This design comes from an exercise in tuning for small area and a short achievable clock period on the open sky130 flow, not from production work.
Only simulation tests tie the RTL to the original design; equivalence was not proved.
Power is estimated from default activity; no workload was simulated.

v6:
==> module memory_driver, before the edit <==
module memory_driver
    (
        input                               clk                 ,
        input                               rst                 ,
        input          [32      -1:0]       concatenated        ,
        input                               wr_en               ,
        input                               rd_en               ,
        output reg     [32      -1:0]       concatenated_out    ,
        output reg                          empty               ,
        output reg                          full
    );
    reg [2047:0] fifo_ram;           
    reg [6:0]    fifo_counter;       
    reg          wr_last;            
    reg          rd_last;            
    reg [5:0]    wr_pointer;         
    reg [63:0]   rd_sel;             
    reg          one;                
    reg          almost;             
    wire rd_ok = rd_en & ~empty;
    wire wr_ok = wr_en & (~full | rd_en);
    integer i;
    always @(posedge clk) begin
        for (i = 0; i < 64; i = i + 1)
            if (wr_ok && wr_pointer == i)
                fifo_ram[32*i +: 32] <= concatenated;
    end
    wire [31:0] ram_data;
    genvar b;
    generate
        for (b = 0; b < 32; b = b + 1) begin : g_bit
            wire [63:0] column;
            genvar r;
            for (r = 0; r < 64; r = r + 1) begin : g_row
                assign column[r] = fifo_ram[32*r + b];
            end
            read_or64 u_or (.d(column), .s(rd_sel), .y(ram_data[b]));
        end
    endgenerate
    always @(posedge clk) begin
        if (rst)
            concatenated_out <= 32'd0;
        else if (rd_ok)
            concatenated_out <= ram_data;
    end
    wire [6:0] count = wr_last ? (rd_last ? fifo_counter : fifo_counter + 7'd1)
                               : (rd_last ? fifo_counter - 7'd1 : fifo_counter);
    wire       two        = (count == 7'd2);
    wire       sixty_two  = (count == 7'd62);
    always @(posedge clk) begin
        if (rst) begin
            fifo_counter <= 7'd0;
            wr_last      <= 1'b0;
            rd_last      <= 1'b0;
            wr_pointer   <= 6'd0;
            rd_sel       <= 64'd1;
            empty        <= 1'b1;
            full         <= 1'b0;
            one          <= 1'b0;
            almost       <= 1'b0;
        end else begin
            fifo_counter <= count;
            wr_last      <= wr_ok;
            rd_last      <= rd_ok;
            if (wr_ok) wr_pointer <= wr_pointer + 6'd1;
            if (rd_ok) rd_sel <= {rd_sel[62:0], rd_sel[63]};
            empty  <= (empty & ~wr_en) | (one & rd_en & ~wr_en);
            full   <= (full & ~(rd_en & ~wr_en)) | (almost & wr_en & ~rd_en);
            one    <= wr_ok ? (rd_ok ? one    : empty)
                            : (rd_ok ? two    : one);
            almost <= wr_ok ? (rd_ok ? almost : sixty_two)
                            : (rd_ok ? full   : almost);
        end
    end
endmodule
clock: 5.0 ns
lec_check: 0
cap_margin: 20
core_margin: 2
core_utilization: 55
cts_cluster_diameter: 80
cts_cluster_size: 25
setup_slack_margin: 2.7
slew_margin: 20
synth_hierarchical: 1
synth_minimum_keep_size: 0
run.sh (not shown) runs the stock make flow with config.mk's settings and CLKGATE_MAP_FILE= SYNTH_SCRIPT=/design/flow/synth_recipe.tcl, a recipe that flattens the netlist after the stock synthesis.
## Diff of input files: v7 against v6
==> flow/design.v, changed modules only <==
module memory_driver
    (
        input                               clk                 ,
        input                               rst                 ,
        input          [32      -1:0]       concatenated        ,
        input                               wr_en               ,
        input                               rd_en               ,
        output reg     [32      -1:0]       concatenated_out    ,
        output reg                          empty               ,
        output reg                          full
    );
    reg [2047:0] fifo_ram;           
    reg [6:0]    fifo_counter;       
    reg          wr_last;            
    reg          rd_last;            
    reg [5:0]    wr_pointer;         
    reg [63:0]   rd_sel;             
    reg [31:0]   stage_data;
    reg [63:0]   row_we;             
    reg          stage_bypass;       
    reg          one;                
    reg          almost;             
    wire rd_ok = rd_en & ~empty;
    wire wr_ok = wr_en & (~full | rd_en);
    integer i;
    always @(posedge clk) begin
        stage_data <= concatenated;
        for (i = 0; i < 64; i = i + 1)
            if (row_we[i])
                fifo_ram[32*i +: 32] <= stage_data;
    end
    wire [31:0] ram_data;
    genvar b;
    generate
        for (b = 0; b < 32; b = b + 1) begin : g_bit
            wire [63:0] column;
            genvar r;
            for (r = 0; r < 64; r = r + 1) begin : g_row
                assign column[r] = fifo_ram[32*r + b];
            end
            read_or64 u_or (.d(column), .s(rd_sel), .y(ram_data[b]));
        end
    endgenerate
    wire [31:0] read_data = stage_bypass ? stage_data : ram_data;
    always @(posedge clk) begin
        if (rst)
            concatenated_out <= 32'd0;
        else if (rd_ok)
            concatenated_out <= read_data;
    end
    wire [6:0] count = wr_last ? (rd_last ? fifo_counter : fifo_counter + 7'd1)
                               : (rd_last ? fifo_counter - 7'd1 : fifo_counter);
    wire       two        = (count == 7'd2);
    wire       sixty_two  = (count == 7'd62);
    always @(posedge clk) begin
        if (rst) begin
            fifo_counter <= 7'd0;
            wr_last      <= 1'b0;
            rd_last      <= 1'b0;
            wr_pointer   <= 6'd0;
            rd_sel       <= 64'd1;
            row_we       <= 64'd0;
            stage_bypass <= 1'b0;
            empty        <= 1'b1;
            full         <= 1'b0;
            one          <= 1'b0;
            almost       <= 1'b0;
        end else begin
            fifo_counter <= count;
            wr_last      <= wr_ok;
            rd_last      <= rd_ok;
            if (wr_ok) wr_pointer <= wr_pointer + 6'd1;
            if (rd_ok) rd_sel <= {rd_sel[62:0], rd_sel[63]};
            for (i = 0; i < 64; i = i + 1)
                row_we[i] <= wr_ok & (wr_pointer == i);
            stage_bypass <= wr_en & (empty | (one & rd_en));
            empty  <= (empty & ~wr_en) | (one & rd_en & ~wr_en);
            full   <= (full & ~(rd_en & ~wr_en)) | (almost & wr_en & ~rd_en);
            one    <= wr_ok ? (rd_ok ? one    : empty)
                            : (rd_ok ? two    : one);
            almost <= wr_ok ? (rd_ok ? almost : sixty_two)
                            : (rd_ok ? full   : almost);
        end
    end
endmodule
==> run summary <==
- The critical path startpoint comes out rd_sel[12] in one run and rd_sel[41] in the other, namely in v7 and v6 respectively.
- met2 as the highest-utilization routing layer at the global route stage was reported by v7, and met1 by v6.
- Diff v6 -> v7: static power due to leakage now sits at about the same level; number of synthesized register bits now sits higher; non-clock buffer count now sits lower; final routed wirelength across all metal layers now sits lower; slack of the critical path now sits higher.
- [compare] base=v6 new=v7: power density normalized to cell area went up; total non-filler cell area in the finished layout did not really move; time the final worst path needs with I/O delays and setup went down; register-to-register slack went up.
- v7 — placer congestion estimate 8.1% lower, v6 as reference

## afterwards: timing with drivers on the ports
In the flow no input, the clock included, has a driving cell. The finished layouts below were timed again as built, in two steps. Step 1, drivers: a clkbuf_16 drives clk and a buf_2 each remaining input, both assumed. Step 2 also shifts input and output timing later by t, the mid clock arrival at the registers, as if the neighbouring blocks saw the same clock. Three values: no drivers, after step 1, after step 2; two values: the first two.
run	t, ns	setup slack, ns	worst setup path at the end
v6	0.828	2.158 / 2.158 / 2.020	input to register
v7	0.831	2.560 / 2.560 / 2.079	input to register
After both steps every run listed still meets setup and hold. The setup slack of v7, which loses most, moves by 0.000 ns with the drivers and by -0.481 ns with both steps.
